This design comes from an exercise in tuning for small area, a short achievable clock period and few clock cycles per item on the open sky130 flow, not from production work.
At most, simulation tests tie the RTL to the original design; equivalence was not proved.

Setup of run B:
==> flow/design.v <==
module mul(
    input             clk,
    input             rst,
    input             clear_pipeline,
    input             mul_initial,
    input      [2:0]  mul_para,
    input      [31:0] mul_rs0,
    input      [31:0] mul_rs1,
    output            mul_ready,
    output            mul_finished,
    output     [31:0] mul_data,
    input             mul_ack
);
    function [5:0] lzc(input [31:0] x);
        reg [15:0] v0; reg [15:0] c0;
        reg [7:0]  v1; reg [15:0] c1;
        reg [3:0]  v2; reg [11:0] c2;
        reg [1:0]  v3; reg [7:0]  c3;
        reg        v4; reg [4:0]  c4;
        integer i;
        begin
            for (i = 0; i < 16; i = i + 1) begin
                v0[i] = x[2*i+1] | x[2*i];
                c0[i] = ~x[2*i+1];
            end
            for (i = 0; i < 8; i = i + 1) begin
                v1[i] = v0[2*i+1] | v0[2*i];
                c1[2*i +: 2] = v0[2*i+1] ? {1'b0, c0[2*i+1]} : {1'b1, c0[2*i]};
            end
            for (i = 0; i < 4; i = i + 1) begin
                v2[i] = v1[2*i+1] | v1[2*i];
                c2[3*i +: 3] = v1[2*i+1] ? {1'b0, c1[2*(2*i+1) +: 2]} : {1'b1, c1[2*(2*i) +: 2]};
            end
            for (i = 0; i < 2; i = i + 1) begin
                v3[i] = v2[2*i+1] | v2[2*i];
                c3[4*i +: 4] = v2[2*i+1] ? {1'b0, c2[3*(2*i+1) +: 3]} : {1'b1, c2[3*(2*i) +: 3]};
            end
            v4 = v3[1] | v3[0];
            c4 = v3[1] ? {1'b0, c3[7:4]} : {1'b1, c3[3:0]};
            lzc = v4 ? {1'b0, c4} : 6'd32;
        end
    endfunction
    localparam S_IDLE = 2'd0, S_ITER = 2'd1, S_WB = 2'd2;
    reg  [1:0]  state;
    reg         fin;
    reg  [2:0]  op;
    reg         neg;
    reg  [32:0] A;
    reg  [31:0] X, Y, OUT, OUT2;
    reg         v2;          
    reg  [3:0]  cnt;
    reg         first;       
    wire last     = (cnt == 4'd0);
    wire is_div   = op[2];
    assign mul_ready    = (state == S_IDLE) |
                          (~v2 & ((state == S_WB) | ((state == S_ITER) & last & ~neg)));
    assign mul_finished = fin;
    assign mul_data     = OUT;
    wire accept = mul_initial & mul_ready & ~clear_pipeline;
    wire        i_div = mul_para[2];
    wire        sA = i_div ? (~mul_para[0] & mul_rs0[31]) : ((mul_para[1:0] != 2'b11) & mul_rs0[31]);
    wire        sB = i_div ? (~mul_para[0] & mul_rs1[31]) : (~mul_para[1] & mul_rs1[31]);
    wire [32:0] eA = {sA, mul_rs0};
    wire [32:0] eB = {sB, mul_rs1};
    wire [32:0] nA = 33'd0 - eA;
    wire [32:0] nB = 33'd0 - eB;
    wire [31:0] mA = sA ? nA[31:0] : mul_rs0;
    wire [31:0] mB = sB ? nB[31:0] : mul_rs1;
    wire        pA = &(mul_rs0[31:1] | ~mul_rs0[30:0]);
    wire        pB = &(mul_rs1[31:1] | ~mul_rs1[30:0]);
    wire [5:0]  lzA = sA ? lzc(~mul_rs0) - {5'd0, pA} : lzc(mul_rs0);
    wire [5:0]  lzB = sB ? lzc(~mul_rs1) - {5'd0, pB} : lzc(mul_rs1);
    wire        swap   = lzA > lzB;
    wire        m_neg  = sA ^ sB;
    wire [32:0] mcand  = swap ? (sA ? nB : eB) : (sB ? nA : eA);
    wire [31:0] mplr   = swap ? mA : mB;
    wire [5:0]  lzm    = swap ? lzA : lzB;
    wire        m_zero = lzm[5];
    wire        d_zero = (mul_rs1 == 32'd0);
    wire [6:0]  sdiff  = {1'b0, lzB} - {1'b0, lzA};
    wire        d_less = sdiff[6];
    wire [31:0] sh_in  = i_div ? mB : mplr;
    wire [4:0]  sh_amt = i_div ? (sdiff[4:0] | 5'd1) : {lzm[4:3], 3'b000};
    wire        fill   = ~i_div & m_neg;
    wire [32:0] sh_out = ({1'b0, sh_in} << sh_amt) | ({33{fill}} & ~({33{1'b1}} << sh_amt));
    wire        i_direct = i_div ? (d_zero | d_less) : m_zero;
    wire [31:0] direct_res = ~i_div      ? 32'd0 :
                             mul_para[1] ? mul_rs0 :
                             d_zero      ? 32'hffffffff : 32'd0;
    wire        i_neg = i_div & (mul_para[1] ? sA : (sA ^ sB));
    wire [8:0]  bq = {X[31:24], X[23] & ~last};
    localparam [63:0] SEXT = 64'h0 - (64'd85 << 34);
    reg  [63:0] pp_sum;
    integer k;
    always @* begin
        pp_sum = {X[23:0], Y, 8'b0} + SEXT + ({63'd0, first} << 40);
        for (k = 0; k < 4; k = k + 1) begin : booth
            reg one, two, ng;
            reg [34:0] row;
            one = bq[2*k+1] ^ bq[2*k];
            two = (bq[2*k+2] & ~bq[2*k+1] & ~bq[2*k]) | (~bq[2*k+2] & bq[2*k+1] & bq[2*k]);
            ng  = bq[2*k+2];
            row = ({35{one}} & {A[32], A[32], A}) | ({35{two}} & {A[32], A, 1'b0});
            row = row ^ {35{ng}};
            pp_sum = pp_sum + ({28'd0, ~row[34], row[33:0]} << (2*k)) + ({63'd0, ng} << (2*k));
        end
    end
    wire [63:0] m_sum = pp_sum;
    wire [31:0] m_hi  = m_sum[63:32];
    wire [33:0] d_diff1 = {2'b0, Y} - {1'b0, A};
    wire        d_ge1   = ~d_diff1[33];
    wire [31:0] d_y1    = d_ge1 ? d_diff1[31:0] : Y;
    wire [32:0] d_diff2 = {1'b0, d_y1} - {1'b0, A[32:1]};
    wire        d_ge2   = ~d_diff2[32];
    wire [31:0] d_y2    = d_ge2 ? d_diff2[31:0] : d_y1;
    wire [31:0] d_q     = {X[29:0], d_ge1, d_ge2};
    wire        sel_x   = is_div ? ~op[1] : (op[1:0] != 2'b00);
    wire [31:0] it_x    = is_div ? d_q  : m_hi;
    wire [31:0] it_y    = is_div ? d_y2 : m_sum[31:0];
    wire [31:0] it_res  = sel_x ? it_x : it_y;
    wire [31:0] wb_v   = sel_x ? X : Y;
    wire [31:0] wb_res = (wb_v ^ {32{neg}}) + {31'd0, neg};
    wire       occ0    = ~fin | (~v2 & mul_ack);
    wire       occ2    = v2 & ~mul_ack;
    wire       occ1    = ~occ0 & ~occ2;
    wire       it_done = (state == S_ITER) & last;
    wire       res1    = (it_done & ~neg) | (state == S_WB);         
    wire [31:0] res1_v = (state == S_WB) ? wb_res : it_res;
    wire       push1   = res1 & ~occ2;
    wire       push2   = accept & i_direct & ~occ2 & ~(occ1 & push1);  
    always @(posedge clk or posedge rst)
        if (rst) begin
            state <= S_IDLE;
            fin   <= 1'b0;
            v2    <= 1'b0;
        end else if (clear_pipeline) begin
            state <= S_IDLE;
            fin   <= 1'b0;
            v2    <= 1'b0;
        end else begin
            fin <= ~occ0 | push1 | push2;
            v2  <= occ2 | (occ1 & (push1 | push2)) | (push1 & push2);
            if (accept)
                state <= ~i_direct ? S_ITER : push2 ? S_IDLE : S_WB;
            else if (it_done)
                state <= push1 ? S_IDLE : S_WB;
            else if (push1)
                state <= S_IDLE;
        end
    always @(posedge clk) begin
        if (occ0)
            OUT <= push1 ? res1_v : direct_res;
        else if (mul_ack)
            OUT <= OUT2;
        if (occ1)
            OUT2 <= push1 ? res1_v : direct_res;
        else if (occ0)
            OUT2 <= direct_res;
    end
    always @(posedge clk) begin
        if (state == S_ITER) begin
            cnt   <= cnt - 4'd1;
            first <= 1'b0;
            A   <= is_div ? (A >> 2) : A;
            X   <= it_x;
            Y   <= it_y;
        end
        if (accept) begin
            op  <= mul_para;
            neg <= i_neg & ~i_direct;
            A   <= i_div ? sh_out : mcand;
            X   <= i_direct ? direct_res : i_div ? 32'd0 : sh_out[31:0];
            Y   <= i_direct ? direct_res : i_div ? mA : (lzm[2:0] == 3'd0) ? mcand[31:0] : 32'd0;
            first <= ~i_div & m_neg & (lzm[2:0] != 3'd0);
            cnt <= i_div ? sdiff[4:1] : {2'b00, 2'd3 - lzm[4:3]};
        end
    end
endmodule
Settings: LEC_CHECK=0, ABC_AREA=1, CAP_MARGIN=20, CORE_MARGIN=2, CORE_UTILIZATION=45, SETUP_SLACK_MARGIN=5, SLEW_MARGIN=20, TNS_END_PERCENT=100; clock period 13.0 ns.
standard.sh (not shown) runs the stock make flow with config.mk's settings and CLKGATE_MAP_FILE= SYNTH_SCRIPT=/design/flow/synth_recipe.tcl, a recipe that flattens the netlist after the stock synthesis.
==> flow/flow/run.sh <==
#!/bin/bash
# The standard layout (standard.sh with the settings of config.mk), except
# that the buffers it puts on every input and output port are
# sky130_fd_sc_hd__buf_4 cells rather than the delay cells buffer_ports picks
# by default, and that the timing repair aims at a setup margin of 6 ns.
# Each step's full output goes to its own log here.
set -euo pipefail
export BUFFER_PORTS_ARGS="-buffer_cell sky130_fd_sc_hd__buf_4"
sed "s/SETUP_SLACK_MARGIN=[0-9.]*/SETUP_SLACK_MARGIN=6/" standard.sh > standard_margin.sh
grep -q "SETUP_SLACK_MARGIN=6 " standard_margin.sh
bash standard.sh synth > synth.log 2>&1
bash standard_margin.sh > layout.log 2>&1
No stage failed in run B, and the final checks on the layout all came back clean.
Testbench counts of run B, summed over its fixed seeds: cycles 33,427, items 12,000.
Relative to run B, the following input files were edited for run C:
-- flow/design.v --
<<< run B, line 41
        end
    endfunction
    localparam S_IDLE = 2'd0, S_ITER = 2'd1, S_WB = 2'd2;
    reg  [1:0]  state;
>>> run C, line 41
        end
    endfunction
    function [11:0] booth_enc(input [8:0] b);
        integer k;
        begin
            for (k = 0; k < 4; k = k + 1) begin
                booth_enc[8+k] = b[2*k+1] ^ b[2*k];
                booth_enc[4+k] = (b[2*k+2] & ~b[2*k+1] & ~b[2*k]) | (~b[2*k+2] & b[2*k+1] & b[2*k]);
                booth_enc[k]   = b[2*k+2];
            end
        end
    endfunction
    localparam S_IDLE = 2'd0, S_ITER = 2'd1, S_WB = 2'd2;
    reg  [1:0]  state;
<<< run B, line 51
    reg  [3:0]  cnt;
    reg         first;       
    wire last     = (cnt == 4'd0);
    wire is_div   = op[2];
>>> run C, line 61
    reg  [3:0]  cnt;
    reg         first;       
    reg  [11:0] bsel;        
    wire last     = (cnt == 4'd0);
    wire is_div   = op[2];
<<< run B, line 77
    wire [5:0]  lzm    = swap ? lzA : lzB;
    wire        m_zero = lzm[5];
    wire        d_zero = (mul_rs1 == 32'd0);
    wire [6:0]  sdiff  = {1'b0, lzB} - {1'b0, lzA};
>>> run C, line 88
    wire [5:0]  lzm    = swap ? lzA : lzB;
    wire        m_zero = lzm[5];
    wire [8:0]  top_bq = (lzm[4:3] == 2'd0) ? {mplr[31:23]} :
                         (lzm[4:3] == 2'd1) ? {mplr[23:15]} :
                         (lzm[4:3] == 2'd2) ? {mplr[15:7]}  : {mplr[7:0], 1'b0};
    wire        d_zero = (mul_rs1 == 32'd0);
    wire [6:0]  sdiff  = {1'b0, lzB} - {1'b0, lzA};
<<< run B, line 89
                             d_zero      ? 32'hffffffff : 32'd0;
    wire        i_neg = i_div & (mul_para[1] ? sA : (sA ^ sB));
    wire [8:0]  bq = {X[31:24], X[23] & ~last};
    localparam [63:0] SEXT = 64'h0 - (64'd85 << 34);
    reg  [63:0] pp_sum;
>>> run C, line 103
                             d_zero      ? 32'hffffffff : 32'd0;
    wire        i_neg = i_div & (mul_para[1] ? sA : (sA ^ sB));
    wire [11:0] next_bsel = booth_enc({X[23:16], X[15] & (cnt != 4'd1)});
    localparam [63:0] SEXT = 64'h0 - (64'd85 << 34);
    reg  [63:0] pp_sum;
<<< run B, line 98
            reg one, two, ng;
            reg [34:0] row;
            one = bq[2*k+1] ^ bq[2*k];
            two = (bq[2*k+2] & ~bq[2*k+1] & ~bq[2*k]) | (~bq[2*k+2] & bq[2*k+1] & bq[2*k]);
            ng  = bq[2*k+2];
            row = ({35{one}} & {A[32], A[32], A}) | ({35{two}} & {A[32], A, 1'b0});
            row = row ^ {35{ng}};
>>> run C, line 112
            reg one, two, ng;
            reg [34:0] row;
            one = bsel[8+k];
            two = bsel[4+k];
            ng  = bsel[k];
            row = ({35{one}} & {A[32], A[32], A}) | ({35{two}} & {A[32], A, 1'b0});
            row = row ^ {35{ng}};
<<< run B, line 162
            cnt   <= cnt - 4'd1;
            first <= 1'b0;
            A   <= is_div ? (A >> 2) : A;
            X   <= it_x;
>>> run C, line 176
            cnt   <= cnt - 4'd1;
            first <= 1'b0;
            bsel  <= next_bsel;
            A   <= is_div ? (A >> 2) : A;
            X   <= it_x;
<<< run B, line 173
            Y   <= i_direct ? direct_res : i_div ? mA : (lzm[2:0] == 3'd0) ? mcand[31:0] : 32'd0;
            first <= ~i_div & m_neg & (lzm[2:0] != 3'd0);
            cnt <= i_div ? sdiff[4:1] : {2'b00, 2'd3 - lzm[4:3]};
        end
>>> run C, line 188
            Y   <= i_direct ? direct_res : i_div ? mA : (lzm[2:0] == 3'd0) ? mcand[31:0] : 32'd0;
            first <= ~i_div & m_neg & (lzm[2:0] != 3'd0);
            bsel  <= booth_enc(top_bq);
            cnt <= i_div ? sdiff[4:1] : {2'b00, 2'd3 - lzm[4:3]};
        end
## What came out
Compared run C vs run B, and largest fanout on the critical path is up in run C.
Between run C and run B, number of antenna violations at the first check in global routing is higher for run B, run C comes in under that.
NOTE: sequential share of layout area in run C exceeds that of run B
Run C reports a higher cell count than run B does.
Summary: first-pass GRT wire length, run C worse than run B
Of the two candidates, run B has the worse setup slack of the critical path after layout and run C the better one.
Die size: run C exceeds run B
Antenna violation net count after detailed routing came out exactly the same in run C and run B.
Compared with run B, non-clock buffer count in the final layout in run C decreased slightly.
Function not checked in run C: the RTL went through the layout flow alone.

## re-timing with driven ports
Ports are ideal in the flow. The routed layouts listed here were re-timed in OpenROAD. Step 1, drivers: a clkbuf_16 drives clk and a buf_2 each remaining input, both assumed. Step 2 also shifts input and output timing later by t, the mid clock arrival at the registers, as if the neighbouring blocks saw the same clock. Three values: ideal ports, drivers, drivers and shift; two values: the first two.
run	t (ns)	slack for setup (ns)	worst hold slack (ns)	worst setup path at the end	pins driven straight from the clock port
run B	0.544	6.079 / 6.084 / 5.540	0.524 / 0.524 / 0.524	input to register	1
run C	0.548	6.107 / 6.107 / 5.643	0.520 / 0.520 / 0.520	input to register	1
After both steps setup and hold are still met in every run listed. For run B, which loses most, drivers alone change the setup slack by +0.005 ns; drivers and shift together by -0.539 ns.
